What follows belongs to an exercise in optimizing a design on an open flow for small area, a short achievable clock period and few clock cycles per item; a production flow would make more cautious choices.
No run shown here included a check of the RTL's function; only the layout flow was run.
Power is estimated from default activity; no workload was simulated.

## flow/design.v (module list and top-level ports; edited modules follow where they fit)
// module pe_divrow1: 4 lines
// module pe_divrow2: 10 lines
// module pe_divrow3: 12 lines
// module pe_divrow4: 16 lines
// module pe_divrow5: 18 lines
// module pe_divrow6: 22 lines
// module pe_divrow7: 26 lines
// module pe_divrow8: 32 lines
// module pe_divrow9: 34 lines
// module pe_divrow10: 38 lines
// module pe_divrow11: 42 lines
// module pe_divrow12: 48 lines
// module pe_divrow13: 52 lines
// module pe_divrow14: 58 lines
// module pe_divrow15: 64 lines
// module pe_divrow16: 72 lines
// module pe_divrow17: 74 lines
// module pe_divrow18: 78 lines
// module pe_divrow19: 82 lines
// module pe_divrow20: 88 lines
// module pe_divrow21: 92 lines
// module pe_divrow22: 98 lines
// module pe_divrow23: 104 lines
// module pe_divrow24: 112 lines
// module pe_divrow25: 116 lines
// module pe_divrow26: 122 lines
// module pe_divrow27: 128 lines
// module pe_divrow28: 136 lines
// module pe_divrow29: 142 lines
// module pe_divrow30: 150 lines
// module pe_divrow31: 158 lines
// module pe_divrow32: 168 lines
// module pe_mac: 1026 lines
// module pe_core_v3: 264 lines
module pe_core_v3 (
    input clk,
    input rst_n,
    input [31:0] opcode,
    input [31:0] op1,
    input [31:0] op2,
    input [31:0] op3,
    input valid_in,
    output reg [31:0] result_out,
    output reg result_valid
);
  // ...
==> flow/flow/run.sh <==
#!/bin/bash
set -euo pipefail
bash standard.sh "BUFFER_PORTS_ARGS=-buffer_cell sky130_fd_sc_hd__buf_2" \
  "SETUP_SLACK_MARGIN=50.9" finish > standard_flow.log 2>&1
==> flow/standard.sh <==
#!/bin/bash
# synth_recipe.tcl (not shown) runs the flow's synth.tcl, then flattens the netlist and writes it again
# the make line also repeats each setting of config.mk as NAME=value (left out here)
make -C /OpenROAD-flow-scripts/flow DESIGN_CONFIG=/design/flow/config.mk WORK_HOME=/design/flow/orfs CLKGATE_MAP_FILE= SYNTH_SCRIPT=/design/flow/synth_recipe.tcl "${@:-finish}"
==> flow/config.mk <==
export PLATFORM = sky130hd
export DESIGN_NAME = pe_core_v3
export DESIGN_NICKNAME = pe_core_v3
export VERILOG_FILES = /design/flow/design.v
export SDC_FILE = /design/flow/constraint.sdc
export NUM_CORES = 4
export LEC_CHECK = 0
export ABC_AREA = 1
export CAP_MARGIN = 35
export CORE_MARGIN = 2
export CORE_UTILIZATION = 55
export CTS_CLUSTER_DIAMETER = 200
export CTS_CLUSTER_SIZE = 22
export SLEW_MARGIN = 35
==> flow/constraint.sdc <==
create_clock -name core_clock -period 65.0 [get_ports {clk}]
set_input_delay 13.0000 -clock core_clock [delete_from_list [all_inputs] [get_ports {clk}]]
set_output_delay 13.0000 -clock core_clock [all_outputs]
set_load 0.01 [all_outputs]
==> metrics.csv, run 1 <==
stage;metric;value;unit
drt;top_layer;met4;
synth;fraction_of_synthesized_area_in_multiplexers;0.002764;
synth;synth_top_cells_by_area;sky130_fd_sc_hd__dfxtp_1 (20%), sky130_fd_sc_hd__ha_1 (15%), sky130_fd_sc_hd__fa_1 (13%), sky130_fd_sc_hd__nand2_1 (12%), sky130_fd_sc_hd__inv_1 (7.1%);
setup_path;critical_path.max_stage_delay;0.37;ns
final_layout;area_growth_syn_to_layout;8.316;%
global_routing;grt_use_met3;0.04236;
final_layout;design.final.nets;8488;
drt;wire_per_inst;21.62;microns
synth;synth_compound_area_frac;0.1410;
floorplan;boundaryPins;164;
timing;fin_skew;0.02863;ns
pwr;power.density_cell_area;27.49;nW/um^2
synth;share_of_synthesized_flip_flops_with_an_asynchronous_set_or_reset;0.01246;
clock_tree;post_cts_resized;122;
clock_tree;clock_tree_root;sky130_fd_sc_hd__clkbuf_16;
timing;layout_setup_ws;50.85;ns
floorplan;tap_cells;1287;
setup_path;cp-endpoint;result_valid;
synth;postSynthCellCount;7265;
final_layout;clock_buffer_count;29;
timing;tightest_slew;1.025;ns
timing;maxSlewHeadroom;0.3164;
place;hpwlAfterDp;149500;microns
place;place_area;56280;sq um
pwr;p_leak;29.86;nW
synth;synth-adder-area-share;0.2727;
synth;yosys_register_bits;562;
pwr;power_top_consumer;combinational cells;
run_status;outcome;finished clean;
worst_hold_path;hold_path.startpoint;AQ3[18];
worst_hold_path;worstHoldPathCells;0;
==> module pe_core_v3, before the edit <==
module pe_core_v3 (
    input clk,
    input rst_n,
    input [31:0] opcode,
    input [31:0] op1,
    input [31:0] op2,
    input [31:0] op3,
    input valid_in,
    output reg [31:0] result_out,
    output reg result_valid
);
    reg        v0;
    reg [11:0] op0;
    reg [31:0] a0, b0, c0;
    always @(posedge clk or negedge rst_n)
        if (!rst_n) v0 <= 1'b0;
        else        v0 <= valid_in;
    always @(posedge clk) begin
        op0 <= opcode[31:20];
        a0  <= op1;
        b0  <= op2;
        c0  <= op3;
    end
    wire [6:0] cls = op0[11:5];
    wire [4:0] fn  = op0[4:0];
    wire c_ar  = (cls == 7'b0000001);
    wire c_fp  = (cls == 7'b0000010);
    wire c_cmp = (cls == 7'b0010000);
    wire vld1  = v0 & (c_ar | c_fp | c_cmp);
    wire isdiv1 = c_ar & (fn == 5'b00100);
    wire f_add = c_ar & (fn == 5'b00001);
    wire f_sub = c_ar & (fn == 5'b00010);
    wire f_mul = c_ar & (fn == 5'b00011);
    wire f_mad = (c_ar & ((fn == 5'b00101) | (fn == 5'b00110))) | (c_fp & (fn == 5'b00001));
    wire f_and = c_ar & (fn == 5'b01001);
    wire f_or  = c_ar & (fn == 5'b01010);
    wire f_xor = c_ar & (fn == 5'b01011);
    wire f_shl = c_ar & (fn == 5'b01100);
    wire f_shr = c_ar & (fn == 5'b01101);
    wire f_relu = c_fp & (fn == 5'b01011);
    wire f_abs = c_fp & (fn == 5'b01101);
    wire f_neg = c_fp & (fn == 5'b01110);
    wire f_min = c_fp & (fn == 5'b10000);
    wire f_max = c_fp & (fn == 5'b10001);
    wire f_eq = c_cmp & (fn == 5'b00001);
    wire f_ne = c_cmp & (fn == 5'b00010);
    wire f_lt = c_cmp & (fn == 5'b00011);
    wire f_le = c_cmp & (fn == 5'b00100);
    wire f_gt = c_cmp & (fn == 5'b00101);
    wire f_ge = c_cmp & (fn == 5'b00110);
    wire [31:0] a_rev;
    genvar gi;
    generate for (gi = 0; gi < 32; gi = gi + 1) begin : rv
        assign a_rev[gi] = a0[31 - gi];
    end endgenerate
    wire [31:0] dec = 32'd1 << b0[4:0];
    wire y_b    = f_mul | f_mad;
    wire y_dec  = f_shl | f_shr;
    wire f_subm = f_sub | c_cmp | f_min | f_max;
    wire y_one  = f_add | f_subm | (f_abs & ~a0[31]);
    wire y_ones = f_neg | (f_abs & a0[31]);
    wire [31:0] mx = f_shr ? a_rev : a0;
    wire [31:0] my = ({32{y_b}} & b0) | ({32{y_dec}} & dec) | {{31{y_ones}}, y_ones | y_one};
    wire [31:0] mz = ({32{f_mad}} & c0) | ({32{f_add | f_subm}} & (b0 ^ {32{f_subm}}));
    wire [31:0] mac;
    pe_mac u_mac (.a(mx), .b(my), .c(mz), .ci(f_subm), .y(mac));
    wire [31:0] mac_rev;
    generate for (gi = 0; gi < 32; gi = gi + 1) begin : rv2
        assign mac_rev[gi] = mac[31 - gi];
    end endgenerate
    wire c31 = mac[31] ^ a0[31] ^ ~b0[31];
    wire lt = ~((a0[31] & ~b0[31]) | (a0[31] & c31) | (~b0[31] & c31));
    wire eq = ~|mac;
    wire cmp = (f_eq & eq) | (f_ne & ~eq) | (f_lt & lt) | (f_le & (lt | eq)) | (f_gt & ~lt & ~eq) | (f_ge & ~lt);
    wire s_mac = f_add | f_sub | f_mul | f_mad | f_neg | f_abs | f_shl;
    wire s_a = f_relu & ~a0[31] | f_min & lt | f_max & ~lt;
    wire s_b = f_min & ~lt | f_max & lt;
    wire [31:0] oth = ({32{s_mac}} & mac) | ({32{f_shr}} & mac_rev)
                    | ({32{f_and}} & (a0 & b0)) | ({32{f_or}} & (a0 | b0)) | ({32{f_xor}} & (a0 ^ b0))
                    | ({32{s_a}} & a0) | ({32{s_b}} & b0) | {31'd0, cmp};
    wire hz1_8 = ~|b0[31:8];
    wire hz1_7 = ~|b0[31:7];
    wire hz1_6 = ~|b0[31:6];
    wire hz1_5 = ~|b0[31:5];
    wire hz1_4 = ~|b0[31:4];
    wire hz1_3 = ~|b0[31:3];
    wire hz1_2 = ~|b0[31:2];
    wire hz1_1 = ~|b0[31:1];
    wire q_31; wire [0:0] rn_31;
    pe_divrow1 row_31 (.r(1'b0), .abit(a0[31]), .b(b0), .hz(hz1_1), .q(q_31), .rn(rn_31));
    wire [31:0] aq_31 = {a0[30:0], q_31};
    wire q_30; wire [1:0] rn_30;
    pe_divrow2 row_30 (.r(rn_31), .abit(aq_31[31]), .b(b0), .hz(hz1_2), .q(q_30), .rn(rn_30));
    wire [31:0] aq_30 = {aq_31[30:0], q_30};
    wire q_29; wire [2:0] rn_29;
    pe_divrow3 row_29 (.r(rn_30), .abit(aq_30[31]), .b(b0), .hz(hz1_3), .q(q_29), .rn(rn_29));
    wire [31:0] aq_29 = {aq_30[30:0], q_29};
    wire q_28; wire [3:0] rn_28;
    pe_divrow4 row_28 (.r(rn_29), .abit(aq_29[31]), .b(b0), .hz(hz1_4), .q(q_28), .rn(rn_28));
    wire [31:0] aq_28 = {aq_29[30:0], q_28};
    wire q_27; wire [4:0] rn_27;
    pe_divrow5 row_27 (.r(rn_28), .abit(aq_28[31]), .b(b0), .hz(hz1_5), .q(q_27), .rn(rn_27));
    wire [31:0] aq_27 = {aq_28[30:0], q_27};
    wire q_26; wire [5:0] rn_26;
    pe_divrow6 row_26 (.r(rn_27), .abit(aq_27[31]), .b(b0), .hz(hz1_6), .q(q_26), .rn(rn_26));
    wire [31:0] aq_26 = {aq_27[30:0], q_26};
    wire q_25; wire [6:0] rn_25;
    pe_divrow7 row_25 (.r(rn_26), .abit(aq_26[31]), .b(b0), .hz(hz1_7), .q(q_25), .rn(rn_25));
    wire [31:0] aq_25 = {aq_26[30:0], q_25};
    wire q_24; wire [7:0] rn_24;
    pe_divrow8 row_24 (.r(rn_25), .abit(aq_25[31]), .b(b0), .hz(hz1_8), .q(q_24), .rn(rn_24));
    wire [31:0] aq_24 = {aq_25[30:0], q_24};
    reg [7:0] R1; reg [31:0] AQ1, B1; reg isd1; reg v1;
    always @(posedge clk or negedge rst_n)
        if (!rst_n) v1 <= 1'b0;
        else        v1 <= vld1;
    always @(posedge clk) begin
        R1 <= rn_24;
        AQ1 <= aq_24;
        B1 <= (isdiv1 ? b0 : oth);
        isd1 <= isdiv1;
    end
    wire hz2_13 = ~|B1[31:13];
    wire hz2_12 = ~|B1[31:12];
    wire hz2_11 = ~|B1[31:11];
    wire hz2_10 = ~|B1[31:10];
    wire hz2_9 = ~|B1[31:9];
    wire q_23; wire [8:0] rn_23;
    pe_divrow9 row_23 (.r(R1), .abit(AQ1[31]), .b(B1), .hz(hz2_9), .q(q_23), .rn(rn_23));
    wire [31:0] aq_23 = {AQ1[30:0], q_23};
    wire q_22; wire [9:0] rn_22;
    pe_divrow10 row_22 (.r(rn_23), .abit(aq_23[31]), .b(B1), .hz(hz2_10), .q(q_22), .rn(rn_22));
    wire [31:0] aq_22 = {aq_23[30:0], q_22};
    wire q_21; wire [10:0] rn_21;
    pe_divrow11 row_21 (.r(rn_22), .abit(aq_22[31]), .b(B1), .hz(hz2_11), .q(q_21), .rn(rn_21));
    wire [31:0] aq_21 = {aq_22[30:0], q_21};
    wire q_20; wire [11:0] rn_20;
    pe_divrow12 row_20 (.r(rn_21), .abit(aq_21[31]), .b(B1), .hz(hz2_12), .q(q_20), .rn(rn_20));
    wire [31:0] aq_20 = {aq_21[30:0], q_20};
    wire q_19; wire [12:0] rn_19;
    pe_divrow13 row_19 (.r(rn_20), .abit(aq_20[31]), .b(B1), .hz(hz2_13), .q(q_19), .rn(rn_19));
    wire [31:0] aq_19 = {aq_20[30:0], q_19};
    reg [12:0] R2; reg [31:0] AQ2, B2; reg isd2; reg v2;
    always @(posedge clk or negedge rst_n)
        if (!rst_n) v2 <= 1'b0;
        else        v2 <= v1;
    always @(posedge clk) begin
        R2 <= rn_19;
        AQ2 <= aq_19;
        B2 <= B1;
        isd2 <= isd1;
    end
    wire hz3_18 = ~|B2[31:18];
    wire hz3_17 = ~|B2[31:17];
    wire hz3_16 = ~|B2[31:16];
    wire hz3_15 = ~|B2[31:15];
    wire hz3_14 = ~|B2[31:14];
    wire q_18; wire [13:0] rn_18;
    pe_divrow14 row_18 (.r(R2), .abit(AQ2[31]), .b(B2), .hz(hz3_14), .q(q_18), .rn(rn_18));
    wire [31:0] aq_18 = {AQ2[30:0], q_18};
    wire q_17; wire [14:0] rn_17;
    pe_divrow15 row_17 (.r(rn_18), .abit(aq_18[31]), .b(B2), .hz(hz3_15), .q(q_17), .rn(rn_17));
    wire [31:0] aq_17 = {aq_18[30:0], q_17};
    wire q_16; wire [15:0] rn_16;
    pe_divrow16 row_16 (.r(rn_17), .abit(aq_17[31]), .b(B2), .hz(hz3_16), .q(q_16), .rn(rn_16));
    wire [31:0] aq_16 = {aq_17[30:0], q_16};
    wire q_15; wire [16:0] rn_15;
    pe_divrow17 row_15 (.r(rn_16), .abit(aq_16[31]), .b(B2), .hz(hz3_17), .q(q_15), .rn(rn_15));
    wire [31:0] aq_15 = {aq_16[30:0], q_15};
    wire q_14; wire [17:0] rn_14;
    pe_divrow18 row_14 (.r(rn_15), .abit(aq_15[31]), .b(B2), .hz(hz3_18), .q(q_14), .rn(rn_14));
    wire [31:0] aq_14 = {aq_15[30:0], q_14};
    reg [17:0] R3; reg [31:0] AQ3, B3; reg isd3; reg v3;
    always @(posedge clk or negedge rst_n)
        if (!rst_n) v3 <= 1'b0;
        else        v3 <= v2;
    always @(posedge clk) begin
        R3 <= rn_14;
        AQ3 <= aq_14;
        B3 <= B2;
        isd3 <= isd2;
    end
    wire hz4_23 = ~|B3[31:23];
    wire hz4_22 = ~|B3[31:22];
    wire hz4_21 = ~|B3[31:21];
    wire hz4_20 = ~|B3[31:20];
    wire hz4_19 = ~|B3[31:19];
    wire q_13; wire [18:0] rn_13;
    pe_divrow19 row_13 (.r(R3), .abit(AQ3[31]), .b(B3), .hz(hz4_19), .q(q_13), .rn(rn_13));
    wire [31:0] aq_13 = {AQ3[30:0], q_13};
    wire q_12; wire [19:0] rn_12;
    pe_divrow20 row_12 (.r(rn_13), .abit(aq_13[31]), .b(B3), .hz(hz4_20), .q(q_12), .rn(rn_12));
    wire [31:0] aq_12 = {aq_13[30:0], q_12};
    wire q_11; wire [20:0] rn_11;
    pe_divrow21 row_11 (.r(rn_12), .abit(aq_12[31]), .b(B3), .hz(hz4_21), .q(q_11), .rn(rn_11));
    wire [31:0] aq_11 = {aq_12[30:0], q_11};
    wire q_10; wire [21:0] rn_10;
    pe_divrow22 row_10 (.r(rn_11), .abit(aq_11[31]), .b(B3), .hz(hz4_22), .q(q_10), .rn(rn_10));
    wire [31:0] aq_10 = {aq_11[30:0], q_10};
    wire q_9; wire [22:0] rn_9;
    pe_divrow23 row_9 (.r(rn_10), .abit(aq_10[31]), .b(B3), .hz(hz4_23), .q(q_9), .rn(rn_9));
    wire [31:0] aq_9 = {aq_10[30:0], q_9};
    reg [22:0] R4; reg [31:0] AQ4, B4; reg isd4; reg v4;
    always @(posedge clk or negedge rst_n)
        if (!rst_n) v4 <= 1'b0;
        else        v4 <= v3;
    always @(posedge clk) begin
        R4 <= rn_9;
        AQ4 <= aq_9;
        B4 <= B3;
        isd4 <= isd3;
    end
    wire hz5_28 = ~|B4[31:28];
    wire hz5_27 = ~|B4[31:27];
    wire hz5_26 = ~|B4[31:26];
    wire hz5_25 = ~|B4[31:25];
    wire hz5_24 = ~|B4[31:24];
    wire q_8; wire [23:0] rn_8;
    pe_divrow24 row_8 (.r(R4), .abit(AQ4[31]), .b(B4), .hz(hz5_24), .q(q_8), .rn(rn_8));
    wire [31:0] aq_8 = {AQ4[30:0], q_8};
    wire q_7; wire [24:0] rn_7;
    pe_divrow25 row_7 (.r(rn_8), .abit(aq_8[31]), .b(B4), .hz(hz5_25), .q(q_7), .rn(rn_7));
    wire [31:0] aq_7 = {aq_8[30:0], q_7};
    wire q_6; wire [25:0] rn_6;
    pe_divrow26 row_6 (.r(rn_7), .abit(aq_7[31]), .b(B4), .hz(hz5_26), .q(q_6), .rn(rn_6));
    wire [31:0] aq_6 = {aq_7[30:0], q_6};
    wire q_5; wire [26:0] rn_5;
    pe_divrow27 row_5 (.r(rn_6), .abit(aq_6[31]), .b(B4), .hz(hz5_27), .q(q_5), .rn(rn_5));
    wire [31:0] aq_5 = {aq_6[30:0], q_5};
    wire q_4; wire [27:0] rn_4;
    pe_divrow28 row_4 (.r(rn_5), .abit(aq_5[31]), .b(B4), .hz(hz5_28), .q(q_4), .rn(rn_4));
    wire [31:0] aq_4 = {aq_5[30:0], q_4};
    reg [27:0] R5; reg [31:0] AQ5, B5; reg isd5; reg v5;
    always @(posedge clk or negedge rst_n)
        if (!rst_n) v5 <= 1'b0;
        else        v5 <= v4;
    always @(posedge clk) begin
        R5 <= rn_4;
        AQ5 <= aq_4;
        B5 <= B4;
        isd5 <= isd4;
    end
    wire hz6_32 = 1'b1;
    wire hz6_31 = ~|B5[31:31];
    wire hz6_30 = ~|B5[31:30];
    wire hz6_29 = ~|B5[31:29];
    wire q_3; wire [28:0] rn_3;
    pe_divrow29 row_3 (.r(R5), .abit(AQ5[31]), .b(B5), .hz(hz6_29), .q(q_3), .rn(rn_3));
    wire [31:0] aq_3 = {AQ5[30:0], q_3};
    wire q_2; wire [29:0] rn_2;
    pe_divrow30 row_2 (.r(rn_3), .abit(aq_3[31]), .b(B5), .hz(hz6_30), .q(q_2), .rn(rn_2));
    wire [31:0] aq_2 = {aq_3[30:0], q_2};
    wire q_1; wire [30:0] rn_1;
    pe_divrow31 row_1 (.r(rn_2), .abit(aq_2[31]), .b(B5), .hz(hz6_31), .q(q_1), .rn(rn_1));
    wire [31:0] aq_1 = {aq_2[30:0], q_1};
    wire q_0; wire [31:0] rn_0;
    pe_divrow32 row_0 (.r(rn_1), .abit(aq_1[31]), .b(B5), .hz(hz6_32), .q(q_0), .rn(rn_0));
    wire [31:0] aq_0 = {aq_1[30:0], q_0};
    always @(posedge clk or negedge rst_n)
        if (!rst_n) result_valid <= 1'b0;
        else        result_valid <= v5;
    always @(posedge clk)
        result_out <= isd5 ? aq_0 : B5;
endmodule
==> inputs of run 2 (changes only) <==
--- a/flow/design.v
+++ b/flow/design.v
@@ -3503,3 +3503,2 @@
                     | ({32{s_a}} & a0) | ({32{s_b}} & b0) | {31'd0, cmp};
-    wire hz1_8 = ~|b0[31:8];
     wire hz1_7 = ~|b0[31:7];
@@ -3532,6 +3531,3 @@
     wire [31:0] aq_25 = {aq_26[30:0], q_25};
-    wire q_24; wire [7:0] rn_24;
-    pe_divrow8 row_24 (.r(rn_25), .abit(aq_25[31]), .b(b0), .hz(hz1_8), .q(q_24), .rn(rn_24));
-    wire [31:0] aq_24 = {aq_25[30:0], q_24};
-    reg [7:0] R1; reg [31:0] AQ1, B1; reg isd1; reg v1;
+    reg [6:0] R1; reg [31:0] AQ1, B1; reg isd1; reg v1;
     always @(posedge clk or negedge rst_n)
@@ -3540,4 +3536,4 @@
     always @(posedge clk) begin
-        R1 <= rn_24;
-        AQ1 <= aq_24;
+        R1 <= rn_25;
+        AQ1 <= aq_25;
         B1 <= (isdiv1 ? b0 : oth);
@@ -3545,3 +3541,2 @@
     end
-    wire hz2_13 = ~|B1[31:13];
     wire hz2_12 = ~|B1[31:12];
@@ -3550,5 +3545,9 @@
     wire hz2_9 = ~|B1[31:9];
+    wire hz2_8 = ~|B1[31:8];
+    wire q_24; wire [7:0] rn_24;
+    pe_divrow8 row_24 (.r(R1), .abit(AQ1[31]), .b(B1), .hz(hz2_8), .q(q_24), .rn(rn_24));
+    wire [31:0] aq_24 = {AQ1[30:0], q_24};
     wire q_23; wire [8:0] rn_23;
-    pe_divrow9 row_23 (.r(R1), .abit(AQ1[31]), .b(B1), .hz(hz2_9), .q(q_23), .rn(rn_23));
-    wire [31:0] aq_23 = {AQ1[30:0], q_23};
+    pe_divrow9 row_23 (.r(rn_24), .abit(aq_24[31]), .b(B1), .hz(hz2_9), .q(q_23), .rn(rn_23));
+    wire [31:0] aq_23 = {aq_24[30:0], q_23};
     wire q_22; wire [9:0] rn_22;
@@ -3562,6 +3561,3 @@
     wire [31:0] aq_20 = {aq_21[30:0], q_20};
-    wire q_19; wire [12:0] rn_19;
-    pe_divrow13 row_19 (.r(rn_20), .abit(aq_20[31]), .b(B1), .hz(hz2_13), .q(q_19), .rn(rn_19));
-    wire [31:0] aq_19 = {aq_20[30:0], q_19};
-    reg [12:0] R2; reg [31:0] AQ2, B2; reg isd2; reg v2;
+    reg [11:0] R2; reg [31:0] AQ2, B2; reg isd2; reg v2;
     always @(posedge clk or negedge rst_n)
@@ -3570,4 +3566,4 @@
     always @(posedge clk) begin
-        R2 <= rn_19;
-        AQ2 <= aq_19;
+        R2 <= rn_20;
+        AQ2 <= aq_20;
         B2 <= B1;
@@ -3575,3 +3571,2 @@
     end
-    wire hz3_18 = ~|B2[31:18];
     wire hz3_17 = ~|B2[31:17];
@@ -3580,5 +3575,9 @@
     wire hz3_14 = ~|B2[31:14];
+    wire hz3_13 = ~|B2[31:13];
+    wire q_19; wire [12:0] rn_19;
+    pe_divrow13 row_19 (.r(R2), .abit(AQ2[31]), .b(B2), .hz(hz3_13), .q(q_19), .rn(rn_19));
+    wire [31:0] aq_19 = {AQ2[30:0], q_19};
     wire q_18; wire [13:0] rn_18;
-    pe_divrow14 row_18 (.r(R2), .abit(AQ2[31]), .b(B2), .hz(hz3_14), .q(q_18), .rn(rn_18));
-    wire [31:0] aq_18 = {AQ2[30:0], q_18};
+    pe_divrow14 row_18 (.r(rn_19), .abit(aq_19[31]), .b(B2), .hz(hz3_14), .q(q_18), .rn(rn_18));
+    wire [31:0] aq_18 = {aq_19[30:0], q_18};
     wire q_17; wire [14:0] rn_17;
@@ -3592,6 +3591,3 @@
     wire [31:0] aq_15 = {aq_16[30:0], q_15};
-    wire q_14; wire [17:0] rn_14;
-    pe_divrow18 row_14 (.r(rn_15), .abit(aq_15[31]), .b(B2), .hz(hz3_18), .q(q_14), .rn(rn_14));
-    wire [31:0] aq_14 = {aq_15[30:0], q_14};
-    reg [17:0] R3; reg [31:0] AQ3, B3; reg isd3; reg v3;
+    reg [16:0] R3; reg [31:0] AQ3, B3; reg isd3; reg v3;
     always @(posedge clk or negedge rst_n)
@@ -3600,4 +3596,4 @@
     always @(posedge clk) begin
-        R3 <= rn_14;
-        AQ3 <= aq_14;
+        R3 <= rn_15;
+        AQ3 <= aq_15;
         B3 <= B2;
@@ -3605,3 +3601,2 @@
     end
-    wire hz4_23 = ~|B3[31:23];
     wire hz4_22 = ~|B3[31:22];
@@ -3610,5 +3605,9 @@
     wire hz4_19 = ~|B3[31:19];
+    wire hz4_18 = ~|B3[31:18];
+    wire q_14; wire [17:0] rn_14;
+    pe_divrow18 row_14 (.r(R3), .abit(AQ3[31]), .b(B3), .hz(hz4_18), .q(q_14), .rn(rn_14));
+    wire [31:0] aq_14 = {AQ3[30:0], q_14};
     wire q_13; wire [18:0] rn_13;
-    pe_divrow19 row_13 (.r(R3), .abit(AQ3[31]), .b(B3), .hz(hz4_19), .q(q_13), .rn(rn_13));
-    wire [31:0] aq_13 = {AQ3[30:0], q_13};
+    pe_divrow19 row_13 (.r(rn_14), .abit(aq_14[31]), .b(B3), .hz(hz4_19), .q(q_13), .rn(rn_13));
+    wire [31:0] aq_13 = {aq_14[30:0], q_13};
     wire q_12; wire [19:0] rn_12;
@@ -3622,6 +3621,3 @@
     wire [31:0] aq_10 = {aq_11[30:0], q_10};
-    wire q_9; wire [22:0] rn_9;
-    pe_divrow23 row_9 (.r(rn_10), .abit(aq_10[31]), .b(B3), .hz(hz4_23), .q(q_9), .rn(rn_9));
-    wire [31:0] aq_9 = {aq_10[30:0], q_9};
-    reg [22:0] R4; reg [31:0] AQ4, B4; reg isd4; reg v4;
+    reg [21:0] R4; reg [31:0] AQ4, B4; reg isd4; reg v4;
     always @(posedge clk or negedge rst_n)
@@ -3630,4 +3626,4 @@
     always @(posedge clk) begin
-        R4 <= rn_9;
-        AQ4 <= aq_9;
+        R4 <= rn_10;
+        AQ4 <= aq_10;
         B4 <= B3;
@@ -3635,3 +3631,2 @@
     end
-    wire hz5_28 = ~|B4[31:28];
     wire hz5_27 = ~|B4[31:27];
@@ -3640,5 +3635,9 @@
     wire hz5_24 = ~|B4[31:24];
+    wire hz5_23 = ~|B4[31:23];
+    wire q_9; wire [22:0] rn_9;
+    pe_divrow23 row_9 (.r(R4), .abit(AQ4[31]), .b(B4), .hz(hz5_23), .q(q_9), .rn(rn_9));
+    wire [31:0] aq_9 = {AQ4[30:0], q_9};
     wire q_8; wire [23:0] rn_8;
-    pe_divrow24 row_8 (.r(R4), .abit(AQ4[31]), .b(B4), .hz(hz5_24), .q(q_8), .rn(rn_8));
-    wire [31:0] aq_8 = {AQ4[30:0], q_8};
+    pe_divrow24 row_8 (.r(rn_9), .abit(aq_9[31]), .b(B4), .hz(hz5_24), .q(q_8), .rn(rn_8));
+    wire [31:0] aq_8 = {aq_9[30:0], q_8};
     wire q_7; wire [24:0] rn_7;
@@ -3652,6 +3651,3 @@
     wire [31:0] aq_5 = {aq_6[30:0], q_5};
-    wire q_4; wire [27:0] rn_4;
-    pe_divrow28 row_4 (.r(rn_5), .abit(aq_5[31]), .b(B4), .hz(hz5_28), .q(q_4), .rn(rn_4));
-    wire [31:0] aq_4 = {aq_5[30:0], q_4};
-    reg [27:0] R5; reg [31:0] AQ5, B5; reg isd5; reg v5;
+    reg [26:0] R5; reg [31:0] AQ5, B5; reg isd5; reg v5;
     always @(posedge clk or negedge rst_n)
@@ -3660,4 +3656,4 @@
     always @(posedge clk) begin
-        R5 <= rn_4;
-        AQ5 <= aq_4;
+        R5 <= rn_5;
+        AQ5 <= aq_5;
         B5 <= B4;
@@ -3669,5 +3665,9 @@
     wire hz6_29 = ~|B5[31:29];
+    wire hz6_28 = ~|B5[31:28];
+    wire q_4; wire [27:0] rn_4;
+    pe_divrow28 row_4 (.r(R5), .abit(AQ5[31]), .b(B5), .hz(hz6_28), .q(q_4), .rn(rn_4));
+    wire [31:0] aq_4 = {AQ5[30:0], q_4};
     wire q_3; wire [28:0] rn_3;
-    pe_divrow29 row_3 (.r(R5), .abit(AQ5[31]), .b(B5), .hz(hz6_29), .q(q_3), .rn(rn_3));
-    wire [31:0] aq_3 = {AQ5[30:0], q_3};
+    pe_divrow29 row_3 (.r(rn_4), .abit(aq_4[31]), .b(B5), .hz(hz6_29), .q(q_3), .rn(rn_3));
+    wire [31:0] aq_3 = {aq_4[30:0], q_3};
     wire q_2; wire [29:0] rn_2;
==> run 2 against run 1 <==
Compared with the run above: clock skew grew 0.011 ns; sequential share of layout area down 0.10 points; setup slack improved by 0.011 ns; still clean; maximum frequency about the same; routed wire length shrank 1.1%; highest routed layer is now met5; hold slack improved by 0.0053 ns; register-to-register slack improved by 0.46 ns; power grew 9.5%; count of clock-buffer cells in the layout grew 3.
==> metrics.csv, run 2 <==
stage;metric;value;unit;change
drt;wirelength;185500;microns;was 187500 microns
pwr;power.density_cell_area;30.19;nW/um^2;was 27.49 nW/um^2
pwr;vdd_ir_drop_max;0.00002351;V;was 0.00002682 V
synth;number_of_enable_type_register_cells_in_the_synthesized_netlist;0;;unchanged
clock_tree;clkSinkCount;557;;was 562
synth;yosys-top-cells-count;sky130_fd_sc_hd__nand2_1 (1642), sky130_fd_sc_hd__inv_1 (1055), sky130_fd_sc_hd__ha_1 (633);;was sky130_fd_sc_hd__nand2_1 (1668), sky130_fd_sc_hd__inv_1 (1024), sky130_fd_sc_hd__ha_1 (632)
timing;maxSlewViolCount;0;;unchanged
synth;share_of_synthesized_flip_flops_with_an_asynchronous_set_or_reset;0.01257;;was 0.01246
setup_path;crit_required;52.00;ns;about the same
timing;fmax;0.07071;GHz;was 0.07066 GHz
setup_path;highest_fanout_seen_on_the_critical_path;1;;unchanged
synth;syn-cell-area;53980;sq um;was 54320 sq um
global_routing;via_count_of_the_first_global_routing_pass;46435;;was 47.04k
floorplan;placementRows;114;;was 115
final_layout;most_common_cell_after_layout_fill_and_taps_aside;sky130_fd_sc_hd__nand2_1;;unchanged
synth;synth_fp_nets;8319;;was 8373
clock_tree;clock_tree_root;sky130_fd_sc_hd__clkbuf_16;;unchanged
place;io_buffer_count;143;;unchanged
global_routing;first_pass_grt_wire_length;273200;microns;was 279700 microns
timing;setup_viol_count_final;0;;unchanged
synth;synth_xor_xnor_area_share;0.08388;;was 0.08410
floorplan;initial_utilization;0.5566;;was 0.5535
place;hpwlAfterDp;143800;microns;was 149500 microns
job;drv_cap;0;;unchanged
drt;post_drt_via_cell_ratio;5.701;;was 5.724
final_layout;area.sequential;11220;sq um;was 11310 sq um
timing;hold_viol_final;0;;unchanged
global_routing;globalRouteTotalUtil;0.3591;;was 0.3606
setup_path;critPathBufInv;1;;unchanged
setup_path;startpoint_class;flop;;unchanged
final_layout;layoutNonFillerInstCount;8638;;was 8674
drt;wire_per_inst;21.48;microns;was 21.62 microns
clock_tree;clock_insertion_delay_worst_skew;0.67;ns;about the same
synth;synth_sequential_area_ratio;0.2072;;was 0.2078
clock_tree;ctsHoldBuffers;0;;unchanged
timing;aggregate_negative_setup_slack;0;ns;unchanged
floorplan;boundaryPins;164;;unchanged
final_layout;fillers;9159;;was 9117
clock_tree;clkSlewWorstSetupHoldPaths;0.12;ns;was 0.10 ns
synth;synth_top_cells_by_area;sky130_fd_sc_hd__dfxtp_1 (20%), sky130_fd_sc_hd__ha_1 (15%), sky130_fd_sc_hd__fa_1 (13%), sky130_fd_sc_hd__nand2_1 (11%), sky130_fd_sc_hd__inv_1 (7.3%);;was sky130_fd_sc_hd__dfxtp_1 (20%), sky130_fd_sc_hd__ha_1 (15%), sky130_fd_sc_hd__fa_1 (13%), sky130_fd_sc_hd__nand2_1 (12%), sky130_fd_sc_hd__inv_1 (7.1%)
drt;drt-initial-drc-count;4018;;was 3912
synth;synth_top_family_by_area;adder cells;;unchanged
floorplan;core_area;96990;sq um;was 98130 sq um
place;dp_slack;47.00;ns;was 47.51 ns
global_routing;gr-total-overflow;0;;unchanged
drt;drt.antenna.violating_nets;0;;unchanged
clock_tree;cts_tree;yes;;unchanged
synth;postSynthCellCount;7210;;was 7265
synth;synth-adder-area-share;0.2747;;was 0.2727
setup_path;path_class;flop to primary output;;unchanged
setup_path;critPathTopFamily;flip-flops;;unchanged
place;dp.cells;8486;;was 8537
synth;yosysMostFrequentCell;sky130_fd_sc_hd__nand2_1;;unchanged
clock_tree;ctsLongestPathBuffers;3;;unchanged
drt;drt_pass_1_iters;7;;was 6
place;place_area;55990;sq um;was 56280 sq um
place;rd_place_congestion;1.018;;about the same
drt;num_vias;49243;;was 49.65k
timing;layout_setup_ws;50.86;ns;was 50.85 ns
synth;ys_types;65;;unchanged
run_status;outcome;finished clean;;unchanged
timing;min_period;14.14;ns;was 14.15 ns
global_routing;antenna_violations_before_repair;15;;was 11
setup_path;cp_cell_sequence;buf_2;;unchanged
synth;synth_compound_area_frac;0.1397;;was 0.1410
final_layout;drive_above_1_share;0.09024;;was 0.08806
setup_path;critical_path.max_stage_delay;0.34;ns;was 0.37 ns
final_layout;area_growth_syn_to_layout;8.689;%;was 8.316%
floorplan;die_span_x;317.3;microns;was 318.3 microns
setup_path;crit_path_top_delay_cell;sky130_fd_sc_hd__dfxtp_1;;was sky130_fd_sc_hd__dfrtp_1
setup_path;critPathCaptureType;primary output;;unchanged
synth;yosys_warnings;1;;unchanged
timing;setup_repair_after_global_routing_missed_its_margin;true;;unchanged
floorplan;die-height;317.3;microns;was 318.3 microns
synth;syn-mean-instance-area;7.487;sq um;was 7.476 sq um
setup_path;arrival_time_worst_endpoint;1.14;ns;was 1.15 ns
synth;yosys.area_share.simple;0.1968;;was 0.1998
synth;yosys.area.top_type_share;0.2040;;was 0.2046
timing;fin_skew;0.03964;ns;was 0.02863 ns
drt;route.detailed.drc;0;;unchanged
timing;tightest_slew;0.9607;ns;was 1.025 ns
final_layout;final_core_utilization;0.6049;;was 0.5995
final_layout;design.final.nets;8464;;was 8488
pwr;p_leak;29.90;nW;was 29.86 nW
clock_tree;cts_made_buffers;29;;unchanged
global_routing;grt_start_max_net_pins;39;;was 64
synth;yosys_register_bits;557;;was 562
timing;final.period_utilization;0.2176;;was 0.2177
timing;maxSlewHeadroom;0.3595;;was 0.3164
synth;fraction_of_synthesized_area_in_multiplexers;0.003152;;was 0.002764
floorplan;floorplan.die_area;100700;sq um;was 101300 sq um
final_layout;layout_common_cells;sky130_fd_sc_hd__nand2_1 (1631), sky130_fd_sc_hd__inv_1 (1038), sky130_fd_sc_hd__ha_1 (633);;was sky130_fd_sc_hd__nand2_1 (1650), sky130_fd_sc_hd__inv_1 (1009), sky130_fd_sc_hd__ha_1 (628)
final_layout;multi_input_area;38370;sq um;was 38910 sq um
synth;synth_top_area_cell;sky130_fd_sc_hd__dfxtp_1;;unchanged
final_layout;finalInstanceArea;58670;sq um;was 58830 sq um
worst_hold_path;hp-class;flop to flop;;unchanged
synth;dominantRegCellSynth;sky130_fd_sc_hd__dfxtp_1;;unchanged
clock_tree;cts-htree-levels;1;;unchanged
## run 2: cell types whose count changed after synthesis, sizes merged, moves of 17 or more
cell / delta
nand2: -31
nand3: -31
inv: +29
o22ai: +26
nor2: -25
o221ai: -17
## run 2: kinds of logic (layout without fill, tap and decap cells)
| kind of cell | Yosys count | count (layout) |
|---|---|---|
| AND/OR/NAND/NOR | 2531 | 2540 |
| multiplexers | 17 | 17 |
| other | 0 | 4 |
| buffers and inverters | 1330 | 1469 |
| XOR/XNOR | 517 | 517 |
| adder cells (fa/ha/maj) | 978 | 978 |
| flip-flops | 557 | 557 |
| AO/OA/AOI/OAI | 1280 | 1280 |
## run 2: layout make-up
cell class,count,area share
Tap cell,1276,0.02721
Sequential cell,557,0.1913
Clock inverter,2,0.0006184
Timing Repair inverter,5,0.0004692
Inverter,1116,0.07319
Multi-Input combinational cell,5332,0.6540
Timing Repair Buffer,314,0.04048
Antenna cell,4,0.0001706
Clock buffer,32,0.01256
## run 2: timing repair
action,in CTS,in global routing
buffers inserted,18,71
cloned,7,15
setup endpoints to repair,104,112
gates resized for setup,103,178
pin swaps,13,38
## run 2: stage by stage
stage          hold slack, ns  power, mW
3_3_place_gp           0.3098      1.450
3_5_place_dp           0.3121      1.485
6_report               0.3181      1.772
5_1_grt                0.3275      1.945
4_1_cts                0.3165      1.709
2_1_floorplan          0.3096      1.249
## run 2: worst paths after layout
check,startpoint,end,slack (ns),cells after the start
worst max-delay path,result_out[31],result_out[31],50.86,1
worst min-delay path,v4,v5,0.32,0
worst max register to register,B5[0],result_out[0],51.81,93
worst min register to register,v4,v5,0.32,0
max in group asynchronous,rst_n,v1,52.68,1
min in group asynchronous,rst_n,v5,12.13,1
## run 2: where the power goes
part | internal, mW | total (mW) | switching, mW
clock | 0.0814 | 0.199 | 0.118
sequential | 0.386 | 0.426 | 0.0395
combinational | 0.452 | 1.15 | 0.695
## run 2: layer usage
| metal | routed length [microns] | share of wire | vias up | global-route usage |
|---|---|---|---|---|
| li1 | - | - | 23714 | - |
| met1 | 71850 | 0.39 | 22965 | 0.4278 |
| met2 | 85920 | 0.46 | 1979 | 0.6067 |
| met3 | 13600 | 0.073 | 575 | 0.05172 |
| met4 | 14060 | 0.076 | 10 | 0.2303 |
| met5 | 66 | 0.00036 | - | 0 |

what the ideal ports hide:
The results above use ideal ports. As a check the final layouts listed here were re-extracted and re-timed, cells and wires unchanged. Step 1 sets driving cells, clkbuf_16 on the clock port and buf_2 on the other inputs (assumed; they add their load-dependent delay and slew). Step 2 also shifts input and output timing later by t, the mid clock arrival at the registers, as if the neighbouring blocks saw the same clock. Slacks: ideal ports / drivers / drivers and shift; pairs: ideal ports / drivers.
| run | t, ns | slack for setup (ns) | hold slack, ns | worst setup path after step 2 | worst data-port slew with drivers (ns) |
|---|---|---|---|---|---|
| run 1 | 0.728 | 50.848 / 50.772 / 51.349 | 0.313 / 0.313 / 0.313 | register to register | 0.16 |
| run 2 | 0.728 | 50.858 / 50.783 / 51.511 | 0.318 / 0.318 / 0.318 | register to output | 0.16 |
After both steps setup and hold are still met in every run listed.
